What follows belongs to an exercise in optimizing a design on an open flow for small area; a production flow would make more cautious choices. The RTL was checked by simulation tests, not by an equivalence proof against the original design. Power is estimated from default activity; no workload was simulated.

==> inputs of trial 41 <==
==> flow/design.v (excerpt) <==
module qam_rx(
    input clk,
    input reset,
    input [2:0] sw,
    input signed [17:0] rf_in,
    output signed [17:0] dec_var_i,
    output signed [17:0] dec_var_q
);
Settings: LEC_CHECK=0, CAP_MARGIN=20, CORE_MARGIN=2, CORE_UTILIZATION=70, CTS_CLUSTER_DIAMETER=80, CTS_CLUSTER_SIZE=24, SLEW_MARGIN=20, SYNTH_HIERARCHICAL=1, SYNTH_MINIMUM_KEEP_SIZE=0; clock period 12.0 ns.
run.sh (not shown) runs the stock make flow with config.mk's settings and CLKGATE_MAP_FILE= SYNTH_SCRIPT=/design/flow/synth_recipe.tcl, a recipe that flattens the netlist after the stock synthesis.
==> inputs of trial 58, as changes to trial 41 <==
--- a/flow/design.v
+++ b/flow/design.v
@@ -5795,11 +5795,11 @@
 wire [17:0] kf_h1 = {kf_bs17, kf_bs16, kf_bs15, kf_bs14, kf_bs13, kf_bs12, kf_bs11, kf_bs10, kf_bs9, kf_bs8, kf_bs7, kf_bs6, kf_bs5, kf_bs4, kf_bs3, kf_bs2, kf_bs1, kf_bs0};
 wire [35:0] F = {kf_lk17 ? kf_h1 : kf_h0, kf_lo};
 reg [30:0] GR0; reg [32:0] GR1; reg [33:0] GR2; reg [35:0] FR, IA; reg [17:0] Z;
 always @(posedge clk) if (wst) begin GR0 <= G0; GR1 <= G1; GR2 <= G2; FR <= F; end
 reg [35:0] gsel;
-always @* case (icl) 2'd0: gsel = {{5{GR0[30]}}, GR0}; 2'd1: gsel = {{3{GR1[32]}}, GR1}; default: gsel = {{2{GR2[33]}}, GR2}; endcase
+always @* if (!itv) gsel = 36'd0; else case (icl) 2'd0: gsel = {{5{GR0[30]}}, GR0}; 2'd1: gsel = {{3{GR1[32]}}, GR1}; default: gsel = {{2{GR2[33]}}, GR2}; endcase
 wire ki_ls0, ki_lk0; qr_ha ki_lu0 (.a(IA[0]), .b(gsel[0]), .s(ki_ls0), .k(ki_lk0));
 wire ki_ls1, ki_lk1; qr_fa ki_lu1 (.a(IA[1]), .b(gsel[1]), .c(ki_lk0), .s(ki_ls1), .k(ki_lk1));
 wire ki_ls2, ki_lk2; qr_fa ki_lu2 (.a(IA[2]), .b(gsel[2]), .c(ki_lk1), .s(ki_ls2), .k(ki_lk2));
 wire ki_ls3, ki_lk3; qr_fa ki_lu3 (.a(IA[3]), .b(gsel[3]), .c(ki_lk2), .s(ki_ls3), .k(ki_lk3));
 wire ki_ls4, ki_lk4; qr_fa ki_lu4 (.a(IA[4]), .b(gsel[4]), .c(ki_lk3), .s(ki_ls4), .k(ki_lk4));
@@ -5854,11 +5854,12 @@
 wire ki_bs15, ki_bk15; qr_fa ki_bu15 (.a(IA[33]), .b(gsel[33]), .c(ki_bk14), .s(ki_bs15), .k(ki_bk15));
 wire ki_bs16, ki_bk16; qr_fa ki_bu16 (.a(IA[34]), .b(gsel[34]), .c(ki_bk15), .s(ki_bs16), .k(ki_bk16));
 wire ki_bs17, ki_bk17; qr_fa ki_bu17 (.a(IA[35]), .b(gsel[35]), .c(ki_bk16), .s(ki_bs17), .k(ki_bk17));
 wire [17:0] ki_h1 = {ki_bs17, ki_bs16, ki_bs15, ki_bs14, ki_bs13, ki_bs12, ki_bs11, ki_bs10, ki_bs9, ki_bs8, ki_bs7, ki_bs6, ki_bs5, ki_bs4, ki_bs3, ki_bs2, ki_bs1, ki_bs0};
 wire [35:0] IAn = {ki_lk17 ? ki_h1 : ki_h0, ki_lo};
-always @(posedge clk) if (init) begin IA <= FR; Z <= IA[35:18]; end else if (itv) IA <= IAn;
+always @(posedge clk) IA <= init ? FR : IAn;
+always @(posedge clk) if (init) Z <= IA[35:18];
 always @(posedge clk) if (tick) y <= Z;
 endmodule
 module qam_rx(
     input clk,
     input reset,
==> inputs of trial 10, as changes to trial 41 <==
--- a/flow/design.v
+++ b/flow/design.v
@@ -28,11 +28,11 @@
 module qr_hbf #(parameter OFF = 0) (
     input clk,
     input p0,
     input pp0,
     input signed [17:0] din,
-    output reg signed [17:0] y
+    output signed [16:0] yh    
 );
 localparam N = 9 + OFF;
 reg [17*N-1:0] xf;
 always @(posedge clk) if (p0) xf <= {xf[17*(N-1)-1:0], din[17:1]};
 wire signed [16:0] x2 = xf[17*(2+OFF) +: 17], x3 = xf[17*(3+OFF) +: 17], x5 = xf[17*(5+OFF) +: 17], x8 = xf[17*(8+OFF) +: 17];
@@ -716,11 +716,13 @@
 wire ky_s14, ky_k14; qr_fa ky_u14 (.a(p_ra[14]), .b(p_rb[14]), .c(ky_k13), .s(ky_s14), .k(ky_k14));
 wire ky_s15, ky_k15; qr_fa ky_u15 (.a(p_ra[15]), .b(p_rb[15]), .c(ky_k14), .s(ky_s15), .k(ky_k15));
 wire ky_s16, ky_k16; qr_fa ky_u16 (.a(p_ra[16]), .b(p_rb[16]), .c(ky_k15), .s(ky_s16), .k(ky_k16));
 wire ky_s17, ky_k17; qr_fa ky_u17 (.a(p_ra[17]), .b(p_rb[17]), .c(ky_k16), .s(ky_s17), .k(ky_k17));
 wire [17:0] yn = {ky_s17, ky_s16, ky_s15, ky_s14, ky_s13, ky_s12, ky_s11, ky_s10, ky_s9, ky_s8, ky_s7, ky_s6, ky_s5, ky_s4, ky_s3, ky_s2, ky_s1, ky_s0};
-always @(posedge clk) if (p0) y <= yn;
+reg [17:1] y;
+always @(posedge clk) if (p0) y <= yn[17:1];
+assign yh = y;
 endmodule
 module qr_th(
     input signed [17:0] a, b, c, d, e,
     output [17:0] y
 );
@@ -904,11 +906,11 @@
 qr_fa um1_s57 (.a(~s1[17]), .b(s1[15]), .c(~s1[13]), .s(m1_s57), .k(m1_c58));
 wire m1_s59, m1_c60;
 qr_fa um1_s59 (.a(~s1[10]), .b(~s1[5]), .c(m1_c10), .s(m1_s59), .k(m1_c60));
 wire m1_s61, m1_c62;
 qr_fa um1_s61 (.a(s1[16]), .b(~s1[14]), .c(~s1[11]), .s(m1_s61), .k(m1_c62));
-wire m1_s63 = ~~s1[6];
+wire m1_s63 = s1[6];
 wire m1_c64 = ~s1[6];
 wire m1_s65, m1_c66;
 qr_fa um1_s65 (.a(~s1[17]), .b(~s1[15]), .c(~s1[12]), .s(m1_s65), .k(m1_c66));
 wire m1_s67, m1_c68;
 qr_ha um1_s67 (.a(~s1[16]), .b(~s1[13]), .s(m1_s67), .k(m1_c68));
@@ -996,17 +998,17 @@
 wire m1_c150 = m1_c104 | m1_s105;
 wire m1_s151 = ~(m1_c106 ^ m1_s107);
 wire m1_c152 = m1_c106 | m1_s107;
 wire m1_s153, m1_c154;
 qr_fa um1_s153 (.a(s1[17]), .b(~s1[12]), .c(m1_c108), .s(m1_s153), .k(m1_c154));
-wire m1_s155 = ~~s1[13];
+wire m1_s155 = s1[13];
 wire m1_c156 = ~s1[13];
-wire m1_s157 = ~~s1[14];
+wire m1_s157 = s1[14];
 wire m1_c158 = ~s1[14];
-wire m1_s159 = ~~s1[15];
+wire m1_s159 = s1[15];
 wire m1_c160 = ~s1[15];
-wire m1_s161 = ~~s1[16];
+wire m1_s161 = s1[16];
 wire m1_c162 = ~s1[16];
 wire [35:0] m1_ra = {1'b1, 1'b1, 1'b1, 1'b1, s1[17], m1_c160, m1_c158, m1_c156, m1_c154, m1_c152, m1_c150, m1_c148, m1_c146, m1_c144, m1_c142, m1_c140, m1_c138, m1_c136, m1_c134, m1_c132, m1_c130, m1_c128, m1_c126, m1_c124, m1_c122, m1_c120, m1_c118, m1_c116, m1_c114, m1_c112, m1_c110, s1[0], ~s1[3], ~s1[2], ~s1[1], ~s1[0]};
 wire [35:0] m1_rb = {1'b0, 1'b0, 1'b0, 1'b0, m1_c162, m1_s161, m1_s159, m1_s157, m1_s155, m1_s153, m1_s151, m1_s149, m1_s147, m1_s145, m1_s143, m1_s141, m1_s139, m1_s137, m1_s135, m1_s133, m1_s131, m1_s129, m1_s127, m1_s125, m1_s123, m1_s121, m1_s119, m1_s117, m1_s115, m1_s113, m1_s111, m1_s109, s1[1], s1[0], 1'b0, 1'b1};
 wire klm1_g0, klm1_p0; qr_ha klm1_h0 (.a(m1_ra[0]), .b(m1_rb[0]), .s(klm1_p0), .k(klm1_g0));
 wire klm1_g1, klm1_p1; qr_ha klm1_h1 (.a(m1_ra[1]), .b(m1_rb[1]), .s(klm1_p1), .k(klm1_g1));
@@ -1633,13 +1635,13 @@
   input itv,          
   input [1:0] icl,    
   input signed [16:0] din,   
   output reg signed [17:0] y   
 );
-reg signed [16:0] ds, ds2;
-always @(posedge clk) if (tick) begin ds <= din; ds2 <= ds; end
-wire [16:0] src = ptk ? ds2 : ds;
+reg signed [16:0] ds; reg [16:5] ds2;   
+always @(posedge clk) if (tick) begin ds <= din; ds2 <= ds[16:5]; end
+wire [16:0] src = ptk ? {ds2, ds[4:0]} : ds;
 wire [16:0] su = {~src[16], src[15:0]};
 wire p0 = (ph == 2'd0);
 wire np0 = ~p0;
 wire p3 = (ph == 2'd3);
 wire ph12 = ph[0] ^ ph[1];
@@ -5795,11 +5797,11 @@
 wire [17:0] kf_h1 = {kf_bs17, kf_bs16, kf_bs15, kf_bs14, kf_bs13, kf_bs12, kf_bs11, kf_bs10, kf_bs9, kf_bs8, kf_bs7, kf_bs6, kf_bs5, kf_bs4, kf_bs3, kf_bs2, kf_bs1, kf_bs0};
 wire [35:0] F = {kf_lk17 ? kf_h1 : kf_h0, kf_lo};
 reg [30:0] GR0; reg [32:0] GR1; reg [33:0] GR2; reg [35:0] FR, IA; reg [17:0] Z;
 always @(posedge clk) if (wst) begin GR0 <= G0; GR1 <= G1; GR2 <= G2; FR <= F; end
 reg [35:0] gsel;
-always @* case (icl) 2'd0: gsel = {{5{GR0[30]}}, GR0}; 2'd1: gsel = {{3{GR1[32]}}, GR1}; default: gsel = {{2{GR2[33]}}, GR2}; endcase
+always @* if (!itv) gsel = 36'd0; else case (icl) 2'd0: gsel = {{5{GR0[30]}}, GR0}; 2'd1: gsel = {{3{GR1[32]}}, GR1}; default: gsel = {{2{GR2[33]}}, GR2}; endcase
 wire ki_ls0, ki_lk0; qr_ha ki_lu0 (.a(IA[0]), .b(gsel[0]), .s(ki_ls0), .k(ki_lk0));
 wire ki_ls1, ki_lk1; qr_fa ki_lu1 (.a(IA[1]), .b(gsel[1]), .c(ki_lk0), .s(ki_ls1), .k(ki_lk1));
 wire ki_ls2, ki_lk2; qr_fa ki_lu2 (.a(IA[2]), .b(gsel[2]), .c(ki_lk1), .s(ki_ls2), .k(ki_lk2));
 wire ki_ls3, ki_lk3; qr_fa ki_lu3 (.a(IA[3]), .b(gsel[3]), .c(ki_lk2), .s(ki_ls3), .k(ki_lk3));
 wire ki_ls4, ki_lk4; qr_fa ki_lu4 (.a(IA[4]), .b(gsel[4]), .c(ki_lk3), .s(ki_ls4), .k(ki_lk4));
@@ -5854,11 +5856,12 @@
 wire ki_bs15, ki_bk15; qr_fa ki_bu15 (.a(IA[33]), .b(gsel[33]), .c(ki_bk14), .s(ki_bs15), .k(ki_bk15));
 wire ki_bs16, ki_bk16; qr_fa ki_bu16 (.a(IA[34]), .b(gsel[34]), .c(ki_bk15), .s(ki_bs16), .k(ki_bk16));
 wire ki_bs17, ki_bk17; qr_fa ki_bu17 (.a(IA[35]), .b(gsel[35]), .c(ki_bk16), .s(ki_bs17), .k(ki_bk17));
 wire [17:0] ki_h1 = {ki_bs17, ki_bs16, ki_bs15, ki_bs14, ki_bs13, ki_bs12, ki_bs11, ki_bs10, ki_bs9, ki_bs8, ki_bs7, ki_bs6, ki_bs5, ki_bs4, ki_bs3, ki_bs2, ki_bs1, ki_bs0};
 wire [35:0] IAn = {ki_lk17 ? ki_h1 : ki_h0, ki_lo};
-always @(posedge clk) if (init) begin IA <= FR; Z <= IA[35:18]; end else if (itv) IA <= IAn;
+always @(posedge clk) IA <= init ? FR : IAn;
+always @(posedge clk) if (init) Z <= IA[35:18];
 always @(posedge clk) if (tick) y <= Z;
 endmodule
 module qam_rx(
     input clk,
     input reset,
@@ -5892,15 +5895,15 @@
 reg signed [17:0] d1i, d1q;
 always @(posedge clk) begin
     if (!p0) d1i <= th;
     if (p0) d1q <= th;
 end
-wire signed [17:0] y4i, y4q;
-qr_hbf #(.OFF(1)) HI (.clk(clk), .p0(p0), .pp0(pp0), .din(d1i), .y(y4i));
-qr_hbf #(.OFF(0)) HQ (.clk(clk), .p0(p0), .pp0(pp0), .din(d1q), .y(y4q));
+wire signed [16:0] y4i, y4q;
+qr_hbf #(.OFF(1)) HI (.clk(clk), .p0(p0), .pp0(pp0), .din(d1i), .yh(y4i));
+qr_hbf #(.OFF(0)) HQ (.clk(clk), .p0(p0), .pp0(pp0), .din(d1q), .yh(y4q));
 reg signed [16:0] h4d;
-always @(posedge clk) if (p0) h4d <= y4q[17:1];
+always @(posedge clk) if (p0) h4d <= y4q;
 reg [1:0] ph;                  
 always @(posedge clk) ph <= ph + 2'd1;
 reg pend, win, ptk;
 reg [3:0] tk;
 reg [1:0] qd1, qd2, qd3;
@@ -5915,11 +5918,11 @@
 end
 wire init = tk[0];
 wire itv = ~|tk;
 wire signed [17:0] yi, yq;
 qr_engine EI (.clk(clk), .tick(tick), .act(act), .ph(ph), .wst(wst), .ptk(ptk), .init(init),
-              .itv(itv), .icl(qd3), .din(y4i[17:1]), .y(yi));
+              .itv(itv), .icl(qd3), .din(y4i), .y(yi));
 qr_engine EQ (.clk(clk), .tick(tick), .act(act), .ph(ph), .wst(wst), .ptk(ptk), .init(init),
               .itv(itv), .icl(qd3), .din(h4d), .y(yq));
 qr_out OI (.clk(clk), .tick(tick), .sym(sym), .sw(sw), .x(yi), .y(dec_var_i));
 qr_out OQ (.clk(clk), .tick(tick), .sym(sym), .sw(sw), .x(yq), .y(dec_var_q));
 endmodule
==> inputs of trial 5, as changes to trial 41 <==
--- a/flow/design.v
+++ b/flow/design.v
@@ -28,11 +28,11 @@
 module qr_hbf #(parameter OFF = 0) (
     input clk,
     input p0,
     input pp0,
     input signed [17:0] din,
-    output reg signed [17:0] y
+    output signed [16:0] yh    
 );
 localparam N = 9 + OFF;
 reg [17*N-1:0] xf;
 always @(posedge clk) if (p0) xf <= {xf[17*(N-1)-1:0], din[17:1]};
 wire signed [16:0] x2 = xf[17*(2+OFF) +: 17], x3 = xf[17*(3+OFF) +: 17], x5 = xf[17*(5+OFF) +: 17], x8 = xf[17*(8+OFF) +: 17];
@@ -716,11 +716,13 @@
 wire ky_s14, ky_k14; qr_fa ky_u14 (.a(p_ra[14]), .b(p_rb[14]), .c(ky_k13), .s(ky_s14), .k(ky_k14));
 wire ky_s15, ky_k15; qr_fa ky_u15 (.a(p_ra[15]), .b(p_rb[15]), .c(ky_k14), .s(ky_s15), .k(ky_k15));
 wire ky_s16, ky_k16; qr_fa ky_u16 (.a(p_ra[16]), .b(p_rb[16]), .c(ky_k15), .s(ky_s16), .k(ky_k16));
 wire ky_s17, ky_k17; qr_fa ky_u17 (.a(p_ra[17]), .b(p_rb[17]), .c(ky_k16), .s(ky_s17), .k(ky_k17));
 wire [17:0] yn = {ky_s17, ky_s16, ky_s15, ky_s14, ky_s13, ky_s12, ky_s11, ky_s10, ky_s9, ky_s8, ky_s7, ky_s6, ky_s5, ky_s4, ky_s3, ky_s2, ky_s1, ky_s0};
-always @(posedge clk) if (p0) y <= yn;
+reg [17:1] y;
+always @(posedge clk) if (p0) y <= yn[17:1];
+assign yh = y;
 endmodule
 module qr_th(
     input signed [17:0] a, b, c, d, e,
     output [17:0] y
 );
@@ -904,11 +906,11 @@
 qr_fa um1_s57 (.a(~s1[17]), .b(s1[15]), .c(~s1[13]), .s(m1_s57), .k(m1_c58));
 wire m1_s59, m1_c60;
 qr_fa um1_s59 (.a(~s1[10]), .b(~s1[5]), .c(m1_c10), .s(m1_s59), .k(m1_c60));
 wire m1_s61, m1_c62;
 qr_fa um1_s61 (.a(s1[16]), .b(~s1[14]), .c(~s1[11]), .s(m1_s61), .k(m1_c62));
-wire m1_s63 = ~~s1[6];
+wire m1_s63 = s1[6];
 wire m1_c64 = ~s1[6];
 wire m1_s65, m1_c66;
 qr_fa um1_s65 (.a(~s1[17]), .b(~s1[15]), .c(~s1[12]), .s(m1_s65), .k(m1_c66));
 wire m1_s67, m1_c68;
 qr_ha um1_s67 (.a(~s1[16]), .b(~s1[13]), .s(m1_s67), .k(m1_c68));
@@ -996,17 +998,17 @@
 wire m1_c150 = m1_c104 | m1_s105;
 wire m1_s151 = ~(m1_c106 ^ m1_s107);
 wire m1_c152 = m1_c106 | m1_s107;
 wire m1_s153, m1_c154;
 qr_fa um1_s153 (.a(s1[17]), .b(~s1[12]), .c(m1_c108), .s(m1_s153), .k(m1_c154));
-wire m1_s155 = ~~s1[13];
+wire m1_s155 = s1[13];
 wire m1_c156 = ~s1[13];
-wire m1_s157 = ~~s1[14];
+wire m1_s157 = s1[14];
 wire m1_c158 = ~s1[14];
-wire m1_s159 = ~~s1[15];
+wire m1_s159 = s1[15];
 wire m1_c160 = ~s1[15];
-wire m1_s161 = ~~s1[16];
+wire m1_s161 = s1[16];
 wire m1_c162 = ~s1[16];
 wire [35:0] m1_ra = {1'b1, 1'b1, 1'b1, 1'b1, s1[17], m1_c160, m1_c158, m1_c156, m1_c154, m1_c152, m1_c150, m1_c148, m1_c146, m1_c144, m1_c142, m1_c140, m1_c138, m1_c136, m1_c134, m1_c132, m1_c130, m1_c128, m1_c126, m1_c124, m1_c122, m1_c120, m1_c118, m1_c116, m1_c114, m1_c112, m1_c110, s1[0], ~s1[3], ~s1[2], ~s1[1], ~s1[0]};
 wire [35:0] m1_rb = {1'b0, 1'b0, 1'b0, 1'b0, m1_c162, m1_s161, m1_s159, m1_s157, m1_s155, m1_s153, m1_s151, m1_s149, m1_s147, m1_s145, m1_s143, m1_s141, m1_s139, m1_s137, m1_s135, m1_s133, m1_s131, m1_s129, m1_s127, m1_s125, m1_s123, m1_s121, m1_s119, m1_s117, m1_s115, m1_s113, m1_s111, m1_s109, s1[1], s1[0], 1'b0, 1'b1};
 wire klm1_g0, klm1_p0; qr_ha klm1_h0 (.a(m1_ra[0]), .b(m1_rb[0]), .s(klm1_p0), .k(klm1_g0));
 wire klm1_g1, klm1_p1; qr_ha klm1_h1 (.a(m1_ra[1]), .b(m1_rb[1]), .s(klm1_p1), .k(klm1_g1));
@@ -1633,13 +1635,13 @@
   input itv,          
   input [1:0] icl,    
   input signed [16:0] din,   
   output reg signed [17:0] y   
 );
-reg signed [16:0] ds, ds2;
-always @(posedge clk) if (tick) begin ds <= din; ds2 <= ds; end
-wire [16:0] src = ptk ? ds2 : ds;
+reg signed [16:0] ds; reg [16:5] ds2;   
+always @(posedge clk) if (tick) begin ds <= din; ds2 <= ds[16:5]; end
+wire [16:0] src = ptk ? {ds2, ds[4:0]} : ds;
 wire [16:0] su = {~src[16], src[15:0]};
 wire p0 = (ph == 2'd0);
 wire np0 = ~p0;
 wire p3 = (ph == 2'd3);
 wire ph12 = ph[0] ^ ph[1];
@@ -5795,11 +5797,11 @@
 wire [17:0] kf_h1 = {kf_bs17, kf_bs16, kf_bs15, kf_bs14, kf_bs13, kf_bs12, kf_bs11, kf_bs10, kf_bs9, kf_bs8, kf_bs7, kf_bs6, kf_bs5, kf_bs4, kf_bs3, kf_bs2, kf_bs1, kf_bs0};
 wire [35:0] F = {kf_lk17 ? kf_h1 : kf_h0, kf_lo};
 reg [30:0] GR0; reg [32:0] GR1; reg [33:0] GR2; reg [35:0] FR, IA; reg [17:0] Z;
 always @(posedge clk) if (wst) begin GR0 <= G0; GR1 <= G1; GR2 <= G2; FR <= F; end
 reg [35:0] gsel;
-always @* case (icl) 2'd0: gsel = {{5{GR0[30]}}, GR0}; 2'd1: gsel = {{3{GR1[32]}}, GR1}; default: gsel = {{2{GR2[33]}}, GR2}; endcase
+always @* if (!itv) gsel = 36'd0; else case (icl) 2'd0: gsel = {{5{GR0[30]}}, GR0}; 2'd1: gsel = {{3{GR1[32]}}, GR1}; default: gsel = {{2{GR2[33]}}, GR2}; endcase
 wire ki_ls0, ki_lk0; qr_ha ki_lu0 (.a(IA[0]), .b(gsel[0]), .s(ki_ls0), .k(ki_lk0));
 wire ki_ls1, ki_lk1; qr_fa ki_lu1 (.a(IA[1]), .b(gsel[1]), .c(ki_lk0), .s(ki_ls1), .k(ki_lk1));
 wire ki_ls2, ki_lk2; qr_fa ki_lu2 (.a(IA[2]), .b(gsel[2]), .c(ki_lk1), .s(ki_ls2), .k(ki_lk2));
 wire ki_ls3, ki_lk3; qr_fa ki_lu3 (.a(IA[3]), .b(gsel[3]), .c(ki_lk2), .s(ki_ls3), .k(ki_lk3));
 wire ki_ls4, ki_lk4; qr_fa ki_lu4 (.a(IA[4]), .b(gsel[4]), .c(ki_lk3), .s(ki_ls4), .k(ki_lk4));
@@ -5854,11 +5856,12 @@
 wire ki_bs15, ki_bk15; qr_fa ki_bu15 (.a(IA[33]), .b(gsel[33]), .c(ki_bk14), .s(ki_bs15), .k(ki_bk15));
 wire ki_bs16, ki_bk16; qr_fa ki_bu16 (.a(IA[34]), .b(gsel[34]), .c(ki_bk15), .s(ki_bs16), .k(ki_bk16));
 wire ki_bs17, ki_bk17; qr_fa ki_bu17 (.a(IA[35]), .b(gsel[35]), .c(ki_bk16), .s(ki_bs17), .k(ki_bk17));
 wire [17:0] ki_h1 = {ki_bs17, ki_bs16, ki_bs15, ki_bs14, ki_bs13, ki_bs12, ki_bs11, ki_bs10, ki_bs9, ki_bs8, ki_bs7, ki_bs6, ki_bs5, ki_bs4, ki_bs3, ki_bs2, ki_bs1, ki_bs0};
 wire [35:0] IAn = {ki_lk17 ? ki_h1 : ki_h0, ki_lo};
-always @(posedge clk) if (init) begin IA <= FR; Z <= IA[35:18]; end else if (itv) IA <= IAn;
+always @(posedge clk) IA <= init ? FR : IAn;
+always @(posedge clk) if (init) Z <= IA[35:18];
 always @(posedge clk) if (tick) y <= Z;
 endmodule
 module qam_rx(
     input clk,
     input reset,
@@ -5892,15 +5895,15 @@
 reg signed [17:0] d1i, d1q;
 always @(posedge clk) begin
     if (!p0) d1i <= th;
     if (p0) d1q <= th;
 end
-wire signed [17:0] y4i, y4q;
-qr_hbf #(.OFF(1)) HI (.clk(clk), .p0(p0), .pp0(pp0), .din(d1i), .y(y4i));
-qr_hbf #(.OFF(0)) HQ (.clk(clk), .p0(p0), .pp0(pp0), .din(d1q), .y(y4q));
+wire signed [16:0] y4i, y4q;
+qr_hbf #(.OFF(1)) HI (.clk(clk), .p0(p0), .pp0(pp0), .din(d1i), .yh(y4i));
+qr_hbf #(.OFF(0)) HQ (.clk(clk), .p0(p0), .pp0(pp0), .din(d1q), .yh(y4q));
 reg signed [16:0] h4d;
-always @(posedge clk) if (p0) h4d <= y4q[17:1];
+always @(posedge clk) if (p0) h4d <= y4q;
 reg [1:0] ph;                  
 always @(posedge clk) ph <= ph + 2'd1;
 reg pend, win, ptk;
 reg [3:0] tk;
 reg [1:0] qd1, qd2, qd3;
@@ -5915,11 +5918,11 @@
 end
 wire init = tk[0];
 wire itv = ~|tk;
 wire signed [17:0] yi, yq;
 qr_engine EI (.clk(clk), .tick(tick), .act(act), .ph(ph), .wst(wst), .ptk(ptk), .init(init),
-              .itv(itv), .icl(qd3), .din(y4i[17:1]), .y(yi));
+              .itv(itv), .icl(qd3), .din(y4i), .y(yi));
 qr_engine EQ (.clk(clk), .tick(tick), .act(act), .ph(ph), .wst(wst), .ptk(ptk), .init(init),
               .itv(itv), .icl(qd3), .din(h4d), .y(yq));
 qr_out OI (.clk(clk), .tick(tick), .sym(sym), .sw(sw), .x(yi), .y(dec_var_i));
 qr_out OQ (.clk(clk), .tick(tick), .sym(sym), .sw(sw), .x(yq), .y(dec_var_q));
 endmodule
--- a/flow/config.mk
+++ b/flow/config.mk
@@ -5,11 +5,11 @@
 export SDC_FILE = /design/flow/constraint.sdc
 export NUM_CORES = 8
 export LEC_CHECK = 0
 export CAP_MARGIN = 20
 export CORE_MARGIN = 2
-export CORE_UTILIZATION = 70
+export CORE_UTILIZATION = 76
 export CTS_CLUSTER_DIAMETER = 80
 export CTS_CLUSTER_SIZE = 24
 export SLEW_MARGIN = 20
 export SYNTH_HIERARCHICAL = 1
 export SYNTH_MINIMUM_KEEP_SIZE = 0
==> run summary <==
Trial 41 finished clean. Trial 5 completed with no timing, DRC or antenna violations. Trial 58 completed and failed the layout checks on antenna violations. Trial 10 finished clean. In clock power, trial 58 and trial 5 hardly differ. Flip-flop and latch count: trial 41 is higher than trial 10 (10). Sequential share of layout area, lowest first: trial 10, trial 58, trial 5, trial 41. Area after synthesis is the same in trial 10 and trial 5. Against trial 5, the final cell count of trial 58 is larger by about 2%.

[what the ideal ports hide]
Ports are ideal in the flow. The routed layouts listed here were re-timed in OpenROAD. Step 1 (the two cells are an assumption about what drives the block):
set clk [get_ports {clk}]
set_driving_cell -lib_cell sky130_fd_sc_hd__clkbuf_16 $clk
set_driving_cell -lib_cell sky130_fd_sc_hd__buf_2 [delete_from_list [all_inputs] $clk]
Step 2 times the ports against the registers' clock, not the clock port: input delays grow and output delays shrink by t, the midpoint of the rising clock arrivals with the driver on. Three values: ideal ports, drivers, drivers and shift; two values: the first two.
| run | t (ns) | setup slack, ns | worst data-port slew with drivers (ns) |
|---|---|---|---|
| trial 41 | 1.066 | 1.320 / 1.320 / 1.320 | 0.22 |
| trial 58 | 1.067 | 1.456 / 1.456 / 1.456 | 0.20 |
| trial 10 | 1.067 | 1.753 / 1.753 / 1.753 | 0.24 |
| trial 5 | 1.107 | 1.406 / 1.406 / 1.406 | 0.21 |
